What follows belongs to an exercise in optimizing a design on an open flow for small area, a short achievable clock period and few clock cycles; a production flow would make more cautious choices.
Only simulation tests tie the RTL to the original design; equivalence was not proved.
Power is estimated from default activity; no workload was simulated.

**flow/config.mk**
```make
export PLATFORM = sky130hd
export DESIGN_NAME = processor
export DESIGN_NICKNAME = processor
export VERILOG_FILES = /design/flow/design.v
export SDC_FILE = /design/flow/constraint.sdc
export NUM_CORES = 4
export LEC_CHECK = 0
export CAP_MARGIN = 20
export CORE_MARGIN = 2
export CORE_UTILIZATION = 40
export SETUP_SLACK_MARGIN = 0.2
export SLEW_MARGIN = 20
```
**flow/constraint.sdc**
```tcl
create_clock -name core_clock -period 11.0 [get_ports {clk}]
set_input_delay 2.2000 -clock core_clock [delete_from_list [all_inputs] [get_ports {clk}]]
set_output_delay 2.2000 -clock core_clock [all_outputs]
set_load 0.01 [all_outputs]
```
**flow/design.v**
```verilog
`default_nettype none
module processor( input         clk, reset,
                  output [31:0] PC,
                  input  [31:0] instruction,
                  output        WE,
                  output [31:0] address_to_mem,
                  output [31:0] data_to_mem,
                  input  [31:0] data_from_mem
                );
    reg  [12:0] pc_lo;
    reg  [31:13] pc_hb;
    reg  [7:0]  pc_dh;
    reg         pc_c;
    reg  [31:0] rf [1:31];
    reg  [31:0] a_e, b_e, pc_e;
    reg         fa_e, fb_e, fwa_e, fwb_e;
    reg  [31:0] wb_w;
    reg  [12:0] imm_e;
    reg  [4:0]  rd_e;
    reg         sq_e;      
    reg         wen_q, load_q, store_q, br_q, beq_q, blt_q, jal_q, jalr_q, pred_e;
    wire        wen_e = wen_q & ~sq_e, load_e = load_q & ~sq_e, store_e = store_q & ~sq_e;
    wire        br_e = br_q & ~sq_e, beq_e = beq_q & ~sq_e, blt_e = blt_q & ~sq_e;
    wire        jal_e = jal_q & ~sq_e, jalr_e = jalr_q & ~sq_e;
    reg         sel_sum_e, sub_e, kill_e, sel_avg_e, sel_and_e, sel_srl_e, sel_addr_e;
    reg  [31:0] res_m, data_m;
    reg  [4:0]  rd_m;
    reg         wen_m, load_m, we_m;
    assign PC             = {pc_hb, pc_lo};
    assign WE             = we_m;
    assign address_to_mem = res_m;
    assign data_to_mem    = data_m;
    wire [6:0] op  = instruction[6:0];
    wire [2:0] f3  = instruction[14:12];
    wire [4:0] rs1 = instruction[19:15];
    wire [4:0] rs2 = instruction[24:20];
    wire [4:0] rd  = instruction[11:7];
    wire       f7z = instruction[31:25] == 7'b0000000;
    wire       f7s = instruction[31:25] == 7'b0100000;
    wire d_r    = op == 7'b0110011;
    wire d_v    = op == 7'b0001011;
    wire d_i    = op == 7'b0010011;
    wire d_l    = op == 7'b0000011;
    wire d_s    = op == 7'b0100011;
    wire d_b    = op == 7'b1100011;
    wire d_jal  = op == 7'b1101111;
    wire d_jalr = op == 7'b1100111;
    wire d_add  = d_r & f7z & (f3 == 3'b000);
    wire d_sub  = d_r & f7s & (f3 == 3'b000);
    wire d_and  = d_r & f7z & (f3 == 3'b111);
    wire d_srl  = d_r & f7z & (f3 == 3'b101);
    wire d_addv = d_v & f7z & (f3 == 3'b000);
    wire d_avgv = d_v & f7z & (f3 == 3'b001);
    wire d_beq  = d_b & (f3 == 3'b000);
    wire d_blt  = d_b & (f3 == 3'b100);
    wire d_use1 = d_r | d_v | d_i | d_l | d_s | d_b | d_jalr;
    wire d_use2 = d_r | d_v | d_s | d_b;
    wire d_wen  = (d_add | d_sub | d_and | d_srl | d_addv | d_avgv | d_i | d_l | d_jal | d_jalr)
                  & (rd != 5'd0);
    wire [12:0] d_imm = d_s ? {1'b0, instruction[31:25], instruction[11:7]}
                      : d_b ? {instruction[31], instruction[7], instruction[30:25], instruction[11:8], 1'b0}
                      : {1'b0, instruction[31:20]};
    wire [20:0] f_offj = {instruction[31], instruction[19:12], instruction[20], instruction[30:21], 1'b0};
    wire [12:0] f_offb = {instruction[31], instruction[7], instruction[30:25], instruction[11:8], 1'b0};
    wire [31:13] pc_hi  = pc_hb + {11'd0, pc_dh} + {18'd0, pc_c};
    wire [13:0] lo_j = {1'b0, pc_lo} + {1'b0, f_offj[12:0]};
    wire [13:0] lo_b = {1'b0, pc_lo} + {1'b0, f_offb};
    wire [13:0] lo_4 = {1'b0, pc_lo} + 14'd4;
    wire        d_predb = d_b & instruction[31];
    wire        d_pred  = d_jal | d_predb;
    wire [31:0] opa = fa_e ? res_m : fwa_e ? wb_w : a_e;
    wire [31:0] opb = fb_e ? res_m : fwb_e ? wb_w : b_e;
    wire [31:0] bi = sub_e ? ~opb : opb;
    wire        pk = ~kill_e;
    wire [35:0] sx = {1'b0, opa[31:24], pk, opa[23:16], pk, opa[15:8], pk, opa[7:0]}
                   + {1'b0, bi[31:24], 1'b0, bi[23:16], 1'b0, bi[15:8], 1'b0, bi[7:0]}
                   + {35'd0, sub_e};
    wire [31:0] sum_r = {sx[34:27], sx[25:18], sx[16:9], sx[7:0]};
    wire [31:0] avg_r = {sx[35:28], sx[26:19], sx[17:10], sx[8:1]};
    wire [31:0] and_r = opa & opb;
    wire [31:0] srl_r = (|opb[31:5]) ? 32'd0 : (opa >> opb[4:0]);
    wire [31:0] addr  = opa + {19'd0, imm_e};
    wire [31:0] link  = pc_e + 32'd4;
    wire [31:0] btgt  = pc_e + {19'd0, imm_e};
    wire [31:0] res_e = ({32{sel_sum_e}}  & sum_r)
                      | ({32{sel_avg_e}}  & avg_r)
                      | ({32{sel_and_e}}  & and_r)
                      | ({32{sel_srl_e}}  & srl_r)
                      | ({32{sel_addr_e}} & addr)
                      | ({32{jal_e | jalr_e}} & link);
    wire eq = opa == opb;
    wire lt = (opa[31] ^ opb[31]) ? opa[31] : sx[34];
    wire taken    = (beq_e & eq) | (blt_e & lt);
    wire redirect = (br_e & (taken ^ pred_e)) | jalr_e;
    wire [31:0] target = jalr_e ? addr : pred_e ? link : btgt;
    wire [31:0] wb = load_m ? data_from_mem : res_m;
    always @(posedge clk) begin
        if (wen_m) rf[rd_m] <= wb;
    end
    reg  [31:0] rf1, rf2;
    integer k;
    always @(*) begin
        rf1 = 32'd0;
        rf2 = 32'd0;
        for (k = 1; k < 32; k = k + 1) begin
            rf1 = rf1 | ({32{rs1 == k}} & rf[k]);
            rf2 = rf2 | ({32{rs2 == k}} & rf[k]);
        end
    end
    wire hit1e = wen_e & (rd_e == rs1);
    wire hit2e = wen_e & (rd_e == rs2);
    wire hit1m = wen_m & (rd_m == rs1);
    wire hit2m = wen_m & (rd_m == rs2);
    wire stall = load_e & (hit1e | hit2e);
    always @(posedge clk or posedge reset) begin
        if (reset) begin
            pc_lo <= 13'd0;
            pc_hb <= 19'd0;
            pc_dh <= 8'd0;
            pc_c  <= 1'b0;
            sq_e <= 1'b0;
            wen_q <= 1'b0; load_q <= 1'b0; store_q <= 1'b0; br_q <= 1'b0;
            beq_q <= 1'b0; blt_q <= 1'b0; jal_q <= 1'b0; jalr_q <= 1'b0; pred_e <= 1'b0;
            wen_m <= 1'b0; load_m <= 1'b0; we_m <= 1'b0;
        end else begin
            if (redirect) begin
                pc_lo <= target[12:0];
                pc_hb <= target[31:13];
                pc_dh <= 8'd0;
                pc_c  <= 1'b0;
            end else if (!stall) begin
                pc_lo <= d_jal ? lo_j[12:0] : d_predb ? lo_b[12:0] : lo_4[12:0];
                pc_hb <= pc_hi;
                pc_dh <= d_jal ? f_offj[20:13] : 8'd0;
                pc_c  <= d_jal ? lo_j[13] : d_predb ? lo_b[13] : lo_4[13];
            end
            sq_e    <= redirect;
            wen_q   <= ~stall & d_wen;
            load_q  <= ~stall & d_l;
            store_q <= ~stall & d_s;
            br_q    <= ~stall & d_b;
            beq_q   <= ~stall & d_beq;
            blt_q   <= ~stall & d_blt;
            jal_q   <= ~stall & d_jal;
            jalr_q  <= ~stall & d_jalr;
            pred_e  <= ~stall & d_pred;
            wen_m   <= wen_e;
            load_m  <= load_e;
            we_m    <= store_e;
        end
    end
    always @(posedge clk) begin
        a_e <= rf1;
        b_e <= rf2;
        fa_e <= hit1e;
        fb_e <= hit2e;
        fwa_e <= hit1m;
        fwb_e <= hit2m;
        wb_w <= wb;
        pc_e <= {pc_hi, pc_lo};
        imm_e <= d_imm;
        rd_e <= rd;
        sel_sum_e  <= d_add | d_sub | d_addv | d_b;
        sub_e      <= d_sub | d_b;
        kill_e     <= d_addv | d_avgv;
        sel_avg_e  <= d_avgv;
        sel_and_e  <= d_and;
        sel_srl_e  <= d_srl;
        sel_addr_e <= d_i | d_l | d_s;
        res_m  <= res_e;
        data_m <= opb;
        rd_m   <= rd_e;
    end
endmodule
`default_nettype wire
```
**flow/flow/run.sh**
```bash
#!/bin/bash
# Layout flow: the standard synthesis, unchanged; then the standard ORFS
# place-and-route with these changes:
#  - timing repair aims below the clock period (setup margin), so the layout
#    is sized for speed; the clock, I/O delays and loads stay as given;
#  - resizing may change a cell's footprint, so port buffers can be sized;
#  - port buffers are plain buffers rather than the default delay-cell buffer;
#  - larger clock-tree sink clusters (fewer clock buffers).
# Each step's full log is in synth.log / pnr.log here and orfs/logs/.
set -euo pipefail
MARGIN=7.4
TNS=100
bash standard.sh synth > synth.log 2>&1
bash standard.sh \
  SETUP_SLACK_MARGIN=$MARGIN \
  MATCH_CELL_FOOTPRINT=0 \
  "BUFFER_PORTS_ARGS=-buffer_cell sky130_fd_sc_hd__buf_2" \
  TNS_END_PERCENT=$TNS \
  CTS_CLUSTER_SIZE=20 \
  CTS_CLUSTER_DIAMETER=80 \
  finish > pnr.log 2>&1
```
**flow/standard.sh**
```bash
#!/bin/bash
# synth_recipe.tcl (not shown) runs the flow's synth.tcl, then flattens the netlist and writes it again
# the make line also repeats each setting of config.mk as NAME=value (left out here)
make -C /OpenROAD-flow-scripts/flow DESIGN_CONFIG=/design/flow/config.mk WORK_HOME=/design/flow/orfs CLKGATE_MAP_FILE= SYNTH_SCRIPT=/design/flow/synth_recipe.tcl "${@:-finish}"
```
==> flow_summary.json, run 1 <==
{
  "r2r_cells": 13,
  "cp_num_cells": 13,
  "io_pins": 163,
  "drt-initial-drc-count": 11300,
  "grtUsageTotal_pct": 37.7,
  "setup_viol": 0,
  "yosysSeqAreaShare_pct": 60.2,
  "worst_slack_ns": 6.72,
  "critPathKind": "reg2reg",
  "drv_cap": 0,
  "worstHoldPathType": "reg2reg",
  "post-route-drc-count": 0,
  "setup.worst_path.end_class": "flop",
  "fp.dieW_microns": 389,
  "status": "complete, no violations",
  "post-route-util_pct": 47.8,
  "totalWireLength_mm": 298,
  "port_buffers": 162,
  "final_nets": 5234,
  "slowest_delay_ns": 0.71,
  "dp.cells": 6693,
  "htree_levels": 3,
  "dpl_worst_slack_ns": 5.47,
  "netlist_area_sq_um": 59200,
  "instances_no_fill": 7054,
  "period_needed_ns": 4.28,
  "clock_path_buffers": 3,
  "avgSynthCellArea_sq_um": 12.3,
  "r2r_slack_ns": 6.72,
  "gp_congestion": 1.04,
  "finalPower_mw": 11.5,
  "grt_pass1_vias": 48500,
  "ant_nets": 0,
  "cts_buffers": 78,
  "critPathLaunch": "fwa_e",
  "yosys_warnings": 1,
  "yosysTopAreaCellShare_pct": 50.3,
  "grt.overflow.total": 0,
  "routed_via_density": 7.37,
  "ys_ff_latch": 1272,
  "antenna_found_initial": 16,
  "coreArea_sq_um": 147000,
  "startpoint_type": "flop",
  "cp_slowest_cell": "o21ai_1",
  "synth_top_area_cell": "edfxtp_1",
  "drive_above_1_share_pct": 22.6,
  "final.period_utilization_pct": 38.9,
  "cts_root_buf": "clkbuf_16",
  "rr_endpoint": "pc_lo[1]",
  "initial_utilization_pct": 40.2,
  "worstPathRequired_ns": 11.65,
  "rsz0062_at_grt": "true",
  "grt_pass1_wl_mm": 396,
  "pwr_density_cell_nw_per_um2": 163,
  "fp.dieArea_sq_um": 151000,
  "max-slew-margin-rel_pct": 23.2,
  "fin_area_sq_um": 70400,
  "tightest_slew_ns": 1.15,
  "synthCells": 4801,
  "synth_area_leaders": "edfxtp_1 (50%), dfxtp_1 (7.6%), a22oi_1 (7.5%)",
  "dp_hpwl_mm": 161,
  "peakVddDrop_v": 0.000113,
  "clkTransAtPathRegs_ns": 0.08,
  "synth-main-ff-cell": "edfxtp_1",
  "leakagePower_nw": 24.4,
  "synth_edf_count": 992,
  "setup-tns-final_ns": 0,
  "rows": 141,
  "firstDrtPassIters": 14,
  "worstPathArrival_ns": 4.93,
  "cts_sinks": 1272,
  "ctsHoldBuffers": 0,
  "critical-path-top-delay-family": "compound AO/OA/AOI/OAI gates",
  "endpoint": "pc_lo[1]",
  "vias": 52000,
  "tritoncts": "built",
  "cp_cell_sequence": "buf_12 > mux2i_1 > o21ai_1 > ha_1 > a21o_1 > a221o_1 > a21o_1 > a21oi_4 > or2_4 > mux2_4 > mux2_4 > or3_1 > o211ai_2",
  "hold_depth": 0,
  "hold_viol_final": 0,
  "whs_ns": 0.407,
  "grt_max_degree": 64,
  "place_area_sq_um": 63700,
  "syn2layout_area_growth_pct": 18.8,
  "clock_latency_ns": 0.76,
  "worstReg2RegStart": "fwa_e",
  "die_h_microns": 389,
  "fmax_mhz": 234,
  "finClkSkew_ns": 0.0654,
  "critPathMaxFanout": 7,
  "synthArstFlopShare_pct": 4.25,
  "critPathBufInv": 1,
  "wl_per_cell_microns": 42.2,
  "synthesis.nets": 4990,
  "synthDistinctLibCells": 77,
  "slew_violations": 0
}
## cells in the final DEF (no fill, tap or decap), types with 23 or more instances in the layout
master     instances
edfxtp_1         992
a22oi_1          566
nand2_1          256
nand3_1          193
dfxtp_1          192
buf_4            188
nor2_1           176
a22o_1           162
buf_2            151
nand4_1          134
xnor2_1          109
ha_1             107
a221oi_2         102
a21oi_1          101
mux2i_1           99
nor2_4            97
clkbuf_16         94
a222oi_1          87
xor2_1            76
o21ai_0           75
inv_1             67
a221oi_1          66
buf_12            58
mux2_2            49
clkbuf_1          47
buf_6             44
a21oi_2           41
dfrtp_1           37
nor3_1            35
or3_1             34
or4_1             31
a21o_1            28
a211oi_1          25
dfxtp_2           25
and3_1            24
o21ai_2           23
a22oi_2           23
## worst min path at each step
stage / slack [ns] / from / endpoint
CTS: 0.41 / rd_e[4] / rd_m[4]
global placement: 0.38 / pc_lo[0] / pc_e[0]
detailed placement: 0.39 / rd_e[4] / rd_m[4]
floorplan: 0.37 / rd_e[0] / rd_m[0]
global route: 0.42 / rd_e[3] / rd_m[3]
finish: 0.41 / rd_e[4] / rd_m[4]
## final cells by class
type                    count  area (sq um)
diodes                     16          40.0
clock buffers             125          2130
clock inverters            18           246
fillers                 13000         76900
inverters                  76           299
multi-input cells        3137         24900
flip-flops and latches   1272         35800
well taps                1930          2410
repair buffers            478          4540
repair inverters            2          10.0
## state kept, by name, indices dropped and copies added (netlist names), 5 cells and up
signal,count
b_e,32
pc_dh,8
imm_e,13
a_e,32
pc_e,32
data_m,32
pc_hb,19
wb_w,32
res_m,32
rd_e,5
rf,992
pc_lo,13
rd_m,5
## synth_stat cells (83+ instances only)
library cell  count
a21oi_1         144
a221oi_1        169
a222oi_1         87
a22o_1          162
a22oi_1         589
clkbuf_1        279
dfxtp_1         226
edfxtp_1        992
ha_1            116
mux2i_1         110
nand2_1         267
nand3_1         201
nand4_1         134
nor2_1          280
o21ai_0          98
xnor2_1         124
xor2_1           83
## kinds of logic (layout without fill, tap and decap cells)
logic type               after synthesis  in the layout  share of synthesized area [%]
AO/OA/AOI/OAI                       1488           1488                           19.0
XOR/XNOR                             207            207                           3.06
adder cells (fa/ha/maj)              123            123                           2.69
buffers and inverters                402            699                           2.66
flip-flops                          1272           1272                           60.2
multiplexers                         162            170                           2.86
other                                  0             16                              0
AND/OR/NAND/NOR                     1147           1149                           9.50
## timing repair
action                                  in CTS  in global routing
pin swaps                                   83                 57
endpoints found under the setup margin     179                132
gates resized for setup                    453                139
setup buffers                              122                 52
cloned                                      24                  4
## power by group
part | switching, mW | internal, mW | leakage [nW]
Sequential | 0.262 | 5.33 | 11.9
Clock | 1.74 | 1.40 | 1.13
Combinational | 1.66 | 1.07 | 11.4
## routing by layer
| metal | up-vias | wire [microns] | track usage, % | part of all wire (%) |
|---|---|---|---|---|
| li1 | 19800 | - | - | - |
| met1 | 25200 | 99500 | 46.4 | 33 |
| met2 | 5457 | 122000 | 54.3 | 41 |
| met3 | 1525 | 48300 | 13.9 | 16 |
| met4 | 18 | 27800 | 27.2 | 9.3 |
| met5 | - | 263 | 0.702 | 0.088 |
Testbench counts, summed over its fixed seeds: cycles 47,429.
==> inputs of run 2 (changes only) <==
--- a/flow/design.v
+++ b/flow/design.v
@@ -13,8 +13,7 @@
     reg         pc_c;
     reg  [31:0] rf [1:31];
     reg  [31:0] a_e, b_e, pc_e;
-    reg         fa_e, fb_e, fwa_e, fwb_e;
-    reg  [31:0] wb_w;
+    reg         fa_e, fb_e;
     reg  [12:0] imm_e;
     reg  [4:0]  rd_e;
     reg         sq_e;      
@@ -68,8 +67,8 @@
     wire [13:0] lo_4 = {1'b0, pc_lo} + 14'd4;
     wire        d_predb = d_b & instruction[31];
     wire        d_pred  = d_jal | d_predb;
-    wire [31:0] opa = fa_e ? res_m : fwa_e ? wb_w : a_e;
-    wire [31:0] opb = fb_e ? res_m : fwb_e ? wb_w : b_e;
+    wire [31:0] opa = fa_e ? res_m : a_e;
+    wire [31:0] opb = fb_e ? res_m : b_e;
     wire [31:0] bi = sub_e ? ~opb : opb;
     wire        pk = ~kill_e;
     wire [35:0] sx = {1'b0, opa[31:24], pk, opa[23:16], pk, opa[15:8], pk, opa[7:0]}
@@ -150,13 +149,10 @@
         end
     end
     always @(posedge clk) begin
-        a_e <= rf1;
-        b_e <= rf2;
+        a_e <= hit1m ? wb : rf1;
+        b_e <= hit2m ? wb : rf2;
         fa_e <= hit1e;
         fb_e <= hit2e;
-        fwa_e <= hit1m;
-        fwb_e <= hit2m;
-        wb_w <= wb;
         pc_e <= {pc_hi, pc_lo};
         imm_e <= d_imm;
         rd_e <= rd;
--- a/flow/flow/run.sh
+++ b/flow/flow/run.sh
@@ -8,8 +8,8 @@
 #  - larger clock-tree sink clusters (fewer clock buffers).
 # Each step's full log is in synth.log / pnr.log here and orfs/logs/.
 set -euo pipefail
-MARGIN=7.4
-TNS=100
+MARGIN=6.7
+TNS=5
 bash standard.sh synth > synth.log 2>&1
 bash standard.sh \
   SETUP_SLACK_MARGIN=$MARGIN \
==> flow_summary.json, run 2 <==
{
  "yosys.area_share.simple_pct": 8.52,
  "nFillCells": 13100,
  "grt.overflow.total": 0,
  "grt_pass1_wl_mm": 394,
  "max-slew-margin-rel_pct": 20.3,
  "largest-register": "rf",
  "critPathLaunch": "instruction[18]",
  "grtUsageTotal_pct": 37.6,
  "yosysTopAreaCellShare_pct": 50.7,
  "drive_above_1_share_pct": 15.7,
  "slew_violations": 0,
  "antenna_found_initial": 8,
  "synth_xor_area_share_pct": 3.04,
  "ys_ff_latch": 1238,
  "syn2layout_area_growth_pct": 12.7,
  "worstPathArrival_ns": 5.15,
  "p_int_mw": 7.57,
  "hold_start": "rd_e[4]",
  "grt_max_degree": 65,
  "synthDistinctLibCells": 89,
  "drt-initial-drc-count": 12900,
  "tightest_slew_ns": 1.20,
  "netlist_area_sq_um": 58700,
  "synth.top_cells.by_count": "edfxtp_1 (992), a221oi_1 (339), a22o_1 (321)",
  "synth_compound_gate_area_share_pct": 20.4,
  "clkTransAtPathRegs_ns": 0.09,
  "leakagePower_nw": 22.9,
  "startpoint_type": "primary input",
  "largest_reg_flops": 992,
  "pwr_density_cell_nw_per_um2": 170,
  "synthesis.nets": 4875,
  "worstReg2RegStart": "fb_e",
  "final_cell_mix": "edfxtp_1 (992), a221oi_1 (338), a22o_1 (321)",
  "synth_top_area_cell": "edfxtp_1",
  "synth_fa_ha_area_share_pct": 2.71,
  "totalWireLength_mm": 294,
  "setup_viol": 0,
  "cts_root_buf": "clkbuf_16",
  "synth-main-ff-cell": "edfxtp_1",
  "drv_cap": 0,
  "yosys_warnings": 1,
  "seqPwrFrac_pct": 48.9,
  "dp_hpwl_mm": 171,
  "cp_cell_sequence": "buf_2 > nand2b_2 > nor2_4 > buf_4 > a22o_1 > a221oi_1 > nand4_1 > nor3_1 > a21oi_1",
  "rsz0062_at_grt": "true",
  "combinationalPowerShare_pct": 22.9,
  "final.period_utilization_pct": 41.5,
  "fp.dieArea_sq_um": 150000,
  "ctsHoldBuffers": 0,
  "final_common_cell": "edfxtp_1",
  "critPathMaxFanout": 22,
  "synthCells": 4686,
  "ant_nets": 0,
  "htree_levels": 3,
  "muxShareOfSynthArea_pct": 3.01,
  "instances_no_fill": 6816,
  "period_needed_ns": 4.57,
  "vias": 51400,
  "avgSynthCellArea_sq_um": 12.5,
  "clock_path_buffers": 3,
  "cts_sinks": 1238,
  "synth_most_common_cell": "edfxtp_1",
  "clock_latency_ns": 0.78,
  "final_nets": 5016,
  "rows": 140,
  "cp_slowest_cell": "nor3_1",
  "yosysSeqAreaShare_pct": 59.6,
  "dp.cells": 6596,
  "hold_viol_final": 0,
  "finClkSkew_ns": 0.0777,
  "peakVddDrop_v": 0.000125,
  "setup.worst_path.end_class": "flop",
  "netSwitchingPower_mw": 3.71,
  "critPathKind": "in2reg",
  "firstDrtPassIters": 13,
  "tritoncts": "built",
  "die_h_microns": 387,
  "coreArea_sq_um": 146000,
  "worstHoldPathType": "reg2reg",
  "port_buffers": 162,
  "io_pins": 163,
  "slowest_delay_ns": 0.66,
  "synth_top_family_by_area": "compound AO/OA/AOI/OAI gates",
  "fmax_mhz": 219,
  "routed_via_density": 7.54,
  "synth_edf_count": 992,
  "p_clk_share_pct": 28.2,
  "setup-tns-final_ns": 0,
  "worstPathRequired_ns": 11.58,
  "wl_per_cell_microns": 43.1,
  "post-route-drc-count": 0,
  "status": "complete, no violations",
  "initial_utilization_pct": 40.3,
  "synth_area_leaders": "edfxtp_1 (51%), dfxtp_1 (6.5%), a221oi_1 (5.1%)",
  "grt_pass1_vias": 47600,
  "p_sw_share_pct": 32.9,
  "synthArstFlopShare_pct": 4.36,
  "cts_buffers": 78,
  "gp_congestion": 1.02,
  "fp.dieW_microns": 387
}
run 2: repair_timing:
| item | CTS | global route |
|---|---|---|
| hold endpoints to repair | 0 | 0 |
| gates resized for setup | 68 | 52 |
| pin swaps | 14 | 17 |
| setup endpoints to repair | 117 | 115 |
| buffers inserted | 29 | 33 |
| cloned | 4 | 1 |
run 2: layout make-up:
| cell class | count | area [sq um] | area share [%] |
|---|---|---|---|
| clock inverters | 21 | 354 | 0.535 |
| inverters | 93 | 360 | 0.545 |
| multi-input cells | 3044 | 23300 | 35.2 |
| clock buffers | 123 | 2140 | 3.24 |
| flip-flops and latches | 1238 | 35000 | 52.9 |
| repair inverters | 1 | 7.51 | 0.0113 |
| well taps | 1917 | 2400 | 3.63 |
| repair buffers | 371 | 2620 | 3.96 |
| diodes | 8 | 20.0 | 0.0303 |
run 2: worst paths after layout:
| path | depth (start not counted) | slack (ns) | end |
|---|---|---|---|
| min | 0 | 0.41 | rd_m[4] |
| max in group asynchronous | 3 | 8.75 | load_m |
| min in group asynchronous | 3 | 1.70 | beq_q |
| min reg2reg | 0 | 0.41 | rd_m[4] |
| max reg2reg | 12 | 6.57 | res_m[18] |
| max | 9 | 6.43 | a_e[13] |
run 2: cell families (layout without fill, tap and decap cells):
family / count (synthesis) / count (layout)
compound gates: 1536 / 1536
xor+xnor: 204 / 204
fa+ha+maj: 123 / 123
buf+inv: 405 / 609
flops: 1238 / 1238
mux: 165 / 165
other cells: 0 / 8
simple gates: 1015 / 1016
run 2: power by group through the flow:
stage	clock network, mW	logic (mW)	registers, mW
finish	3.18	2.58	5.52
detailed placement	0	2.39	5.61
floorplan	0	1.56	5.49
global route	3.31	2.72	5.53
CTS	3.15	2.48	5.50
global placement	0	2.38	5.61
run 2: critical path: cells and delay by family:
family	cells	cell delay [ns]
AND/OR/NAND/NOR	4	1.51
buffers and inverters	2	0.69
AO/OA/AOI/OAI	3	0.70
run 2: stage by stage:
step / util (%) / area [sq um] / hold slack [ns] / setup slack (ns) / total power, mW
after global placement: 42.9 / 62500 / 0.393 / 5.21 / 7.99
after detailed placement: 42.9 / 62500 / 0.386 / 5.17 / 7.99
after CTS: 45.0 / 65600 / 0.402 / 6.51 / 11.1
after floorplan: - / 58700 / 0.375 / 6.68 / 7.05
after global routing: 45.4 / 66100 / 0.416 / 6.49 / 11.6
final: 45.4 / 66100 / 0.407 / 6.43 / 11.3
run 2: routing by layer:
layer	GRT usage [%]	routed length (microns)	vias to the layer above	share of wire (%)
met3	15.1	47500	1674	16
met5	2.20	463	-	0.16
met4	22.6	24600	15	8.4
met1	45.5	98100	24700	33
met2	56.0	123000	5613	42
li1	-	-	19400	-
Testbench counts of run 2, summed over its fixed seeds: cycles 47,429.
==> inputs of run 3 (changes only) <==
--- a/flow/flow/run.sh
+++ b/flow/flow/run.sh
@@ -8,7 +8,7 @@
 #  - larger clock-tree sink clusters (fewer clock buffers).
 # Each step's full log is in synth.log / pnr.log here and orfs/logs/.
 set -euo pipefail
-MARGIN=6.7
+MARGIN=7.0
 TNS=5
 bash standard.sh synth > synth.log 2>&1
 bash standard.sh \
==> flow_summary.json, run 3 <==
{
  "io_pins": 163,
  "final.period_utilization_pct": 42.6,
  "coreArea_sq_um": 146000,
  "cp_slowest_cell": "a21oi_1",
  "startpoint_type": "primary input",
  "synthesis.nets": 4875,
  "rsz0062_at_grt": "true",
  "clock_latency_ns": 0.74,
  "dp_hpwl_mm": 170,
  "worstReg2RegStart": "fa_e",
  "rows": 140,
  "cp_cell_sequence": "buf_2 > nand3_1 > nor2_4 > buf_4 > buf_4 > a22o_1 > a221oi_1 > nand3_1 > nor3_1 > a21oi_1",
  "clkTransAtPathRegs_ns": 0.08,
  "grt_pass1_vias": 48200,
  "yosysTopAreaCellShare_pct": 50.7,
  "fp.dieArea_sq_um": 150000,
  "synth-main-ff-cell": "edfxtp_1",
  "p_clk_share_pct": 28.1,
  "final_common_cell": "edfxtp_1",
  "hold_viol_final": 0,
  "setup.worst_path.end_class": "flop",
  "seqPwrFrac_pct": 48.5,
  "worstPathArrival_ns": 5.22,
  "ant_nets": 0,
  "wl_per_cell_microns": 43.3,
  "hold_start": "rd_e[0]",
  "tritoncts": "built",
  "initial_utilization_pct": 40.3,
  "hold_depth": 0,
  "grt_max_degree": 65,
  "tightest_slew_ns": 1.25,
  "rr_endpoint": "res_m[26]",
  "gp_congestion": 1.01,
  "routed_via_density": 7.56,
  "port_buffers": 162,
  "clock_path_buffers": 3,
  "antenna_found_initial": 14,
  "setup-tns-final_ns": 0,
  "avgSynthCellArea_sq_um": 12.5,
  "synth_most_common_cell": "edfxtp_1",
  "grtUsageTotal_pct": 38.0,
  "ys_ff_latch": 1238,
  "yosys_warnings": 1,
  "worstPathRequired_ns": 11.54,
  "combinationalPowerShare_pct": 23.3,
  "final_cell_mix": "edfxtp_1 (992), a221oi_1 (339), a22o_1 (321)",
  "setup_viol": 0,
  "htree_levels": 3,
  "synthDistinctLibCells": 89,
  "synth.top_cells.by_count": "edfxtp_1 (992), a221oi_1 (339), a22o_1 (321)",
  "slew_violations": 0,
  "drv_cap": 0,
  "fp.dieW_microns": 387,
  "post-route-util_pct": 45.8,
  "netlist_area_sq_um": 58700,
  "leakagePower_nw": 23.1,
  "die_h_microns": 387,
  "netSwitchingPower_mw": 3.71,
  "critPathBufInv": 3,
  "firstDrtPassIters": 14,
  "final_nets": 5036,
  "critPathMaxFanout": 16,
  "totalWireLength_mm": 296,
  "critPathKind": "in2reg",
  "largest_reg_flops": 992,
  "finClkSkew_ns": 0.0596,
  "synth_top_area_cell": "edfxtp_1",
  "nFillCells": 13100,
  "peakVddDrop_v": 0.000140,
  "period_needed_ns": 4.69,
  "slowest_delay_ns": 0.48,
  "p_int_mw": 7.66,
  "synth_edf_count": 992,
  "synthCells": 4686,
  "synthArstFlopShare_pct": 4.36,
  "pwr_density_cell_nw_per_um2": 171,
  "hold_end": "rd_m[0]",
  "r2r_slack_ns": 6.53,
  "drt-initial-drc-count": 12100,
  "grt_pass1_wl_mm": 398,
  "largest-register": "rf",
  "fmax_mhz": 213,
  "vias": 51700,
  "cts_buffers": 79,
  "r2r_cells": 14,
  "max-slew-margin-rel_pct": 15.9,
  "worstHoldPathType": "reg2reg",
  "grt.overflow.total": 0,
  "syn2layout_area_growth_pct": 13.6,
  "drive_above_1_share_pct": 16.6,
  "cts_sinks": 1238,
  "p_sw_share_pct": 32.7,
  "status": "complete, no violations",
  "post-route-drc-count": 0,
  "yosysSeqAreaShare_pct": 59.6,
  "cts_root_buf": "clkbuf_16",
  "critical-path-top-delay-family": "buffers and inverters",
  "synth_area_leaders": "edfxtp_1 (51%), dfxtp_1 (6.5%), a221oi_1 (5.1%)"
}
-- run 3: cell counts after synthesis --
No cell type changed its count.
-- run 3: logic make-up (layout without fill, tap and decap cells) --
group	Yosys count	in the layout	synth area share, %
muxes	165	165	3.01
adders and majority gates	123	123	2.71
DFF	1238	1238	59.6
other	0	8	0
AOI/OAI and AO/OA	1536	1536	20.4
buffers and inverters	405	626	2.69
and+or+nand+nor	1015	1015	8.52
xor gates and xnor gates	204	204	3.04
-- run 3: power by group through the flow --
stage / Sequential, mW / Combinational, mW / Clock, mW
3_5_place_dp: 5.61 / 2.38 / 0
4_1_cts: 5.51 / 2.49 / 3.18
6_report: 5.52 / 2.65 / 3.20
3_3_place_gp: 5.62 / 2.38 / 0
5_1_grt: 5.54 / 2.81 / 3.35
2_1_floorplan: 5.49 / 1.57 / 0
-- run 3: worst max path at each step --
stage                     depth (start not counted)       startpoint         to  slack [ns]
after global placement                           16             fa_e  pc_hb[22]        5.30
after global routing                             14             fa_e  res_m[26]        6.52
after detailed placement                         19             fb_e  pc_hb[17]        5.23
after CTS                                        19             fb_e  pc_lo[11]        6.61
after floorplan                                  11  instruction[25]  pc_lo[12]        6.94
final                                            10  instruction[16]    a_e[28]        6.31
-- run 3: routing by layer --
layer / part of all wire, % / track usage, % / up-vias
li1: - / - / 19500
met1: 33 / 45.1 / 24700
met2: 41 / 55.4 / 5707
met3: 16 / 16.9 / 1769
met4: 9.2 / 25.6 / 22
met5: 0.13 / 1.37 / -
-- run 3: through the flow --
stage | hold slack (ns) | total power, mW | instances | instance area (sq um) | setup WS (ns)
2_1_floorplan | 0.375 | 7.06 | 4686 | 58900 | 6.94
3_3_place_gp | 0.390 | 8.00 | 6598 | 62600 | 5.30
3_5_place_dp | 0.388 | 7.99 | 6598 | 62600 | 5.23
4_1_cts | 0.394 | 11.2 | 6798 | 66100 | 6.61
5_1_grt | 0.400 | 11.7 | 6825 | 66700 | 6.52
6_report | 0.394 | 11.4 | 6832 | 66700 | 6.31
-- run 3: final cells by class --
type	instances	area [sq um]	area share (%)
Sequential cell	1238	35000	52.5
Inverter	93	357	0.535
Timing Repair inverter	1	7.51	0.0113
Antenna cell	8	20.0	0.0300
Clock inverter	23	338	0.506
Multi-Input combinational cell	3043	23500	35.3
Timing Repair Buffer	391	2860	4.29
Tap cell	1917	2400	3.60
Clock buffer	118	2200	3.29
-- run 3: worst register-to-register path, cell delays in order, from the launching register on --
cell and delay (ns):
dfxtp_4 0.37, buf_12 0.13, buf_4 0.14, mux2i_1 0.44
inv_1 0.17, ha_1 0.39, o21ai_0 0.19, o21ai_0 0.25
a31oi_2 0.19, o21ai_0 0.52, and3_2 0.49, nand3_1 0.19
xor2_2 0.33, o221ai_1 0.26, a211o_1 0.31
-- run 3: repair_timing --
item | CTS | global route
hold buffers | 0 | 0
setup endpoints to repair | 135 | 131
setup buffers | 53 | 25
gates resized for setup | 96 | 78
pin swaps | 36 | 23
gates cloned | 6 | 0
==> inputs of run 4 (changes only) <==
--- a/flow/flow/run.sh
+++ b/flow/flow/run.sh
@@ -8,8 +8,8 @@
 #  - larger clock-tree sink clusters (fewer clock buffers).
 # Each step's full log is in synth.log / pnr.log here and orfs/logs/.
 set -euo pipefail
-MARGIN=7.0
-TNS=5
+MARGIN=7.4
+TNS=100
 bash standard.sh synth > synth.log 2>&1
 bash standard.sh \
   SETUP_SLACK_MARGIN=$MARGIN \
==> flow_summary.json, run 4 <==
{
  "final_common_cell": "edfxtp_1",
  "largest-register": "rf",
  "fp.dieW_microns": 387,
  "grt_pass1_vias": 49700,
  "regArea_sq_um": 35100,
  "startpoint_type": "flop",
  "synth_area_leaders": "edfxtp_1 (51%), dfxtp_1 (6.5%), a221oi_1 (5.1%)",
  "synth_fa_ha_area_share_pct": 2.71,
  "multiInputGateArea_sq_um": 26500,
  "ctsHoldBuffers": 0,
  "worstPathRequired_ns": 11.59,
  "grt.overflow.total": 0,
  "peakVddDrop_v": 0.000125,
  "tightest_slew_ns": 1.22,
  "slowest_delay_ns": 0.48,
  "hold_viol_final": 0,
  "coreArea_sq_um": 146000,
  "cts_root_buf": "clkbuf_16",
  "synth_most_common_cell": "edfxtp_1",
  "wl_per_cell_microns": 46.0,
  "synth-main-ff-cell": "edfxtp_1",
  "cp_cell_sequence": "clkbuf_16 > mux2_2 > ha_2 > nand2_1 > or3_4 > a211oi_4 > buf_6 > buf_4 > buf_6 > o211ai_1 > a21oi_2 > o21ai_2 > xnor2_2 > a221o_1 > a221o_1",
  "slew_violations": 0,
  "drv_cap": 0,
  "cp_slowest_cell": "mux2_2",
  "clock_latency_ns": 0.76,
  "synthDistinctLibCells": 89,
  "totalWireLength_mm": 330,
  "syn2layout_area_growth_pct": 26.7,
  "ant_nets": 0,
  "gp_congestion": 1.03,
  "die_h_microns": 387,
  "synthArstFlopShare_pct": 4.36,
  "drt-initial-drc-count": 13100,
  "htree_levels": 3,
  "clkTransAtPathRegs_ns": 0.08,
  "antenna_found_initial": 24,
  "grtUsageTotal_pct": 40.9,
  "worstPathArrival_ns": 4.73,
  "muxShareOfSynthArea_pct": 3.01,
  "synthCells": 4686,
  "rsz0062_at_grt": "true",
  "setup.worst_path.end_class": "flop",
  "synth_compound_gate_area_share_pct": 20.4,
  "firstDrtPassIters": 16,
  "dp_hpwl_mm": 173,
  "nFillCells": 12300,
  "worstHoldPathType": "reg2reg",
  "final.period_utilization_pct": 37.7,
  "fmax_mhz": 241,
  "max-slew-margin-rel_pct": 18.6,
  "critPathMaxFanout": 19,
  "cts_buffers": 79,
  "critPathKind": "reg2reg",
  "fp.dieArea_sq_um": 150000,
  "synth_top_family_by_area": "compound AO/OA/AOI/OAI gates",
  "yosys.area_share.simple_pct": 8.52,
  "synth_edf_count": 992,
  "setup_viol": 0,
  "rows": 140,
  "synthesis.nets": 4875,
  "largest_reg_flops": 992,
  "io_pins": 163,
  "post-route-util_pct": 51.0,
  "finClkSkew_ns": 0.0728,
  "routed_via_density": 7.70,
  "yosys_warnings": 1,
  "netlist_area_sq_um": 58700,
  "vias": 55200,
  "period_needed_ns": 4.15,
  "pwr_density_cell_nw_per_um2": 161,
  "setup-tns-final_ns": 0,
  "yosysSeqAreaShare_pct": 59.6,
  "final_nets": 5346,
  "clock_path_buffers": 3,
  "synth.top_cells.by_count": "edfxtp_1 (992), a221oi_1 (339), a22o_1 (321)",
  "avgSynthCellArea_sq_um": 12.5,
  "grt_max_degree": 55,
  "initial_utilization_pct": 40.3,
  "status": "complete, no violations",
  "port_buffers": 162,
  "final_cell_mix": "edfxtp_1 (992), a22o_1 (320), buf_4 (309)",
  "drive_above_1_share_pct": 30.4,
  "synth_xor_area_share_pct": 3.04,
  "leakagePower_nw": 26.2,
  "ys_ff_latch": 1238,
  "post-route-drc-count": 0,
  "yosysTopAreaCellShare_pct": 50.7,
  "tritoncts": "built",
  "grt_pass1_wl_mm": 423,
  "cts_sinks": 1238,
  "synth_top_area_cell": "edfxtp_1"
}
## run 4: per-layer routing
layer | GRT usage [%] | part of all wire, % | vias up
li1 | - | - | 20100
met1 | 48.0 | 33 | 26500
met2 | 57.4 | 39 | 6329
met3 | 18.9 | 17 | 2132
met4 | 31.8 | 11 | 26
met5 | 3.13 | 0.17 | -
## run 4: cells by family after synthesis
logic type	after synthesis
compound gates	1536
flops	1238
simple gates	1015
buf+inv	405
xor+xnor	204
mux	165
fa+ha+maj	123
## run 4: timing repair
action / 4_1_cts / 5_1_grt
setup endpoints to repair: 186 / 130
gates cloned: 23 / 20
resized for setup: 529 / 321
setup buffers: 221 / 144
pin swaps: 123 / 175
## run 4: final timing paths
kind                         start  slack [ns]         to  cells past startpoint
max                           fa_e        6.85  res_m[28]                     15
min reg2reg                rd_e[0]        0.40    rd_m[0]                      0
max reg2reg                   fa_e        6.85  res_m[28]                     15
max in group asynchronous    reset        8.70  pc_hb[27]                      3
min                        rd_e[0]        0.40    rd_m[0]                      0
min in group asynchronous    reset        1.67  pc_hb[21]                      3
## run 4: power breakdown
part | switching [mW] | internal, mW
combinational | 1.96 | 1.28
sequential | 0.300 | 5.22
clock | 1.78 | 1.43
total | 4.05 | 7.92
## run 4: cell type report
cell class	instances	share of cell area [%]
sequential	1238	47.2
inverter	93	0.539
antenna	25	0.0841
clock buffer	120	2.88
timing repair inverter	3	0.0286
timing repair buffer	697	10.0
multi-input combinational	3045	35.6
clock inverter	26	0.481
tap	1917	3.23
## run 4: worst max-delay path: cells and delay by family (launching register included)
| kind | cells | cell delay, ns |
|---|---|---|
| compound gates | 6 | 1.38 |
| xor+xnor | 1 | 0.15 |
| fa+ha+maj | 1 | 0.41 |
| buf+inv | 4 | 0.63 |
| flops | 1 | 0.43 |
| mux | 1 | 0.48 |
| simple gates | 2 | 0.54 |
## run 4: stage by stage
stage	power [mW]	cells	cell area [sq um]	worst slack (ns)	hold slack [ns]
final	12.0	7164	74400	6.85	0.402
after global routing	12.2	7144	74300	6.80	0.426
after CTS	11.6	6975	71000	6.87	0.404
after detailed placement	8.12	6585	63900	5.10	0.388
after global placement	8.13	6585	63900	5.25	0.398
after floorplan	7.17	4686	61700	6.97	0.375
==> inputs of run 5 (changes only) <==
--- a/flow/flow/run.sh
+++ b/flow/flow/run.sh
@@ -9,7 +9,7 @@
 # Each step's full log is in synth.log / pnr.log here and orfs/logs/.
 set -euo pipefail
 MARGIN=7.4
-TNS=100
+TNS=20
 bash standard.sh synth > synth.log 2>&1
 bash standard.sh \
   SETUP_SLACK_MARGIN=$MARGIN \
==> flow_summary.json, run 5 <==
{
  "worstPathRequired_ns": 11.60,
  "largest_reg_flops": 992,
  "final_nets": 5088,
  "r2r_slack_ns": 6.77,
  "yosys.area_share.simple_pct": 8.52,
  "ys_ff_latch": 1238,
  "r2r_cells": 14,
  "fp.dieArea_sq_um": 150000,
  "nFillCells": 13000,
  "synth.top_cells.by_count": "edfxtp_1 (992), a221oi_1 (339), a22o_1 (321)",
  "fin_area_sq_um": 67900,
  "worstReg2RegStart": "fa_e",
  "synth_fa_ha_area_share_pct": 2.71,
  "startpoint_type": "primary input",
  "firstDrtPassIters": 15,
  "drive_above_1_share_pct": 18.6,
  "muxShareOfSynthArea_pct": 3.01,
  "ant_nets": 0,
  "cp_slowest_cell": "or3_1",
  "clkTransAtPathRegs_ns": 0.09,
  "worstHoldPathType": "reg2reg",
  "rsz0062_at_grt": "true",
  "dp_hpwl_mm": 164,
  "hold_viol_final": 0,
  "grt_pass1_wl_mm": 389,
  "critPathBufInv": 3,
  "hold_depth": 0,
  "slowest_delay_ns": 0.57,
  "synth-main-ff-cell": "edfxtp_1",
  "clock_path_buffers": 3,
  "tritoncts": "built",
  "max-slew-margin-rel_pct": 22.6,
  "avgSynthCellArea_sq_um": 12.5,
  "largest-register": "rf",
  "slew_violations": 0,
  "period_needed_ns": 4.27,
  "tightest_slew_ns": 1.16,
  "io_pins": 163,
  "status": "complete, no violations",
  "hold_start": "rd_e[0]",
  "critPathKind": "in2reg",
  "routed_via_density": 7.50,
  "synth_most_common_cell": "edfxtp_1",
  "cp_cell_sequence": "buf_2 > inv_1 > or3_1 > nor2_4 > clkbuf_8 > a22o_1 > a221oi_1 > nand4_1 > nor3_1 > a21oi_2",
  "final_common_cell": "edfxtp_1",
  "synthCells": 4686,
  "critical-path-top-delay-family": "simple AND/OR/NAND/NOR gates",
  "totalWireLength_mm": 290,
  "cts_sinks": 1238,
  "clock_latency_ns": 0.75,
  "leakagePower_nw": 23.5,
  "synthesis.nets": 4875,
  "cts_buffers": 76,
  "cts_root_buf": "clkbuf_16",
  "synth_edf_count": 992,
  "hold_end": "rd_m[0]",
  "port_buffers": 162,
  "setup_viol": 0,
  "synthDistinctLibCells": 89,
  "yosys_warnings": 1,
  "grt_pass1_vias": 48100,
  "post-route-drc-count": 0,
  "htree_levels": 3,
  "grt.overflow.total": 0,
  "rows": 140,
  "drt-initial-drc-count": 11500,
  "coreArea_sq_um": 146000,
  "place_area_sq_um": 62800,
  "setup.worst_path.end_class": "flop",
  "critPathMaxFanout": 32,
  "setup-tns-final_ns": 0,
  "pwr_density_cell_nw_per_um2": 168,
  "synth_area_leaders": "edfxtp_1 (51%), dfxtp_1 (6.5%), a221oi_1 (5.1%)",
  "final.period_utilization_pct": 38.8,
  "gp_congestion": 1.01,
  "fp.dieW_microns": 387,
  "synthArstFlopShare_pct": 4.36,
  "synth_compound_gate_area_share_pct": 20.4,
  "peakVddDrop_v": 0.000131,
  "worstPathArrival_ns": 4.87,
  "drv_cap": 0,
  "netlist_area_sq_um": 58700,
  "yosysSeqAreaShare_pct": 59.6,
  "final_cell_mix": "edfxtp_1 (992), a221oi_1 (331), a22o_1 (321)",
  "rr_endpoint": "res_m[26]",
  "synth_top_area_cell": "edfxtp_1",
  "die_h_microns": 387,
  "ctsHoldBuffers": 0,
  "fmax_mhz": 234,
  "syn2layout_area_growth_pct": 15.6,
  "yosysTopAreaCellShare_pct": 50.7,
  "synth_top_family_by_area": "compound AO/OA/AOI/OAI gates",
  "initial_utilization_pct": 40.3,
  "synth_xor_area_share_pct": 3.04,
  "vias": 51600,
  "grtUsageTotal_pct": 36.9,
  "grt_max_degree": 60,
  "wl_per_cell_microns": 42.2,
  "finClkSkew_ns": 0.0634,
  "antenna_found_initial": 7
}
## run 5: cell type report
cell class,instances,area (sq um),share of cell area [%]
Sequential cell,1238,35000,51.6
Multi-Input combinational cell,3044,23900,35.2
Timing Repair Buffer,442,3790,5.58
Tap cell,1917,2400,3.53
Clock buffer,119,2090,3.09
Inverter,93,368,0.542
Clock inverter,20,287,0.422
Timing Repair inverter,4,43.8,0.0645
Antenna cell,6,15.0,0.0221
## run 5: report_power, final
group          switching (mW)  total (mW)  internal [mW]
clock                    1.68        3.09           1.40
combinational            1.71        2.78           1.07
sequential              0.319        5.53           5.21
## run 5: stage by stage
step	instances	total power, mW	util (%)	hold WS [ns]	setup WS, ns
2_1_floorplan	4686	7.10	-	0.375	6.97
3_3_place_gp	6595	7.99	43.1	0.386	5.25
3_5_place_dp	6595	8.00	43.1	0.387	5.15
4_1_cts	6803	11.2	45.5	0.403	6.78
5_1_grt	6878	11.7	46.6	0.417	6.73
6_report	6883	11.4	46.6	0.404	6.73
## run 5: cells by family (layout without fill, tap and decap cells)
group,Yosys count,count (layout)
compound gates,1536,1536
xor+xnor,204,204
simple gates,1015,1015
other cells,0,6
mux,165,166
buf+inv,405,678
flops,1238,1238
fa+ha+maj,123,123
## run 5: worst max path at each step
stage / slack (ns) / start / endpoint / cells past startpoint
floorplan: 6.97 / instruction[21] / b_e[14] / 10
global placement: 5.25 / fb_e / pc_hb[17] / 14
detailed placement: 5.15 / fb_e / pc_hb[17] / 14
CTS: 6.78 / fb_e / pc_hb[21] / 17
global route: 6.73 / fb_e / pc_hb[21] / 16
finish: 6.73 / instruction[20] / b_e[8] / 10
## run 5: timing repair
action / in CTS / in global routing
endpoints found under the setup margin: 182 / 186
resized for setup: 121 / 192
setup buffers: 61 / 68
pin swaps: 43 / 41
cloned: 8 / 6
## run 5: per-layer routing
metal / vias to the layer above / share of wire (%) / GRT usage [%]
met5: - / 0.081 / 0.638
met4: 10 / 9.1 / 23.6
li1: 19500 / - / -
met3: 1678 / 16 / 15.1
met1: 24800 / 33 / 44.7
met2: 5533 / 41 / 54.5

==> what the ideal ports hide <==
Ports are ideal in the flow. The routed layouts listed here were re-timed in OpenROAD. Step 1 sets driving cells, clkbuf_16 on the clock port and buf_2 on the other inputs (assumed; they add their load-dependent delay and slew). Step 2 adds t to the input delays and takes it off the output delays; t is the mean of the earliest and latest rising clock arrival at the registers after step 1. Input paths then give back, and output paths get back, about the clock's delay inside the block. Three values: ideal ports, drivers, drivers and shift; two values: the first two.
run	shift t [ns]	setup slack, ns	worst data-port slew with drivers (ns)	pins driven straight from the clock port
run 1	0.807	6.720 / 6.720 / 6.237	0.08	1
run 2	0.817	6.430 / 6.480 / 5.664	0.07	1
run 3	0.800	6.313 / 6.376 / 5.576	0.07	1
run 4	0.806	6.852 / 6.852 / 6.253	0.18	1
run 5	0.805	6.731 / 6.757 / 5.951	0.13	1
After both steps every run listed still meets setup and hold. The setup slack of run 5, which loses most, moves by +0.026 ns with the drivers and by -0.780 ns with both steps.
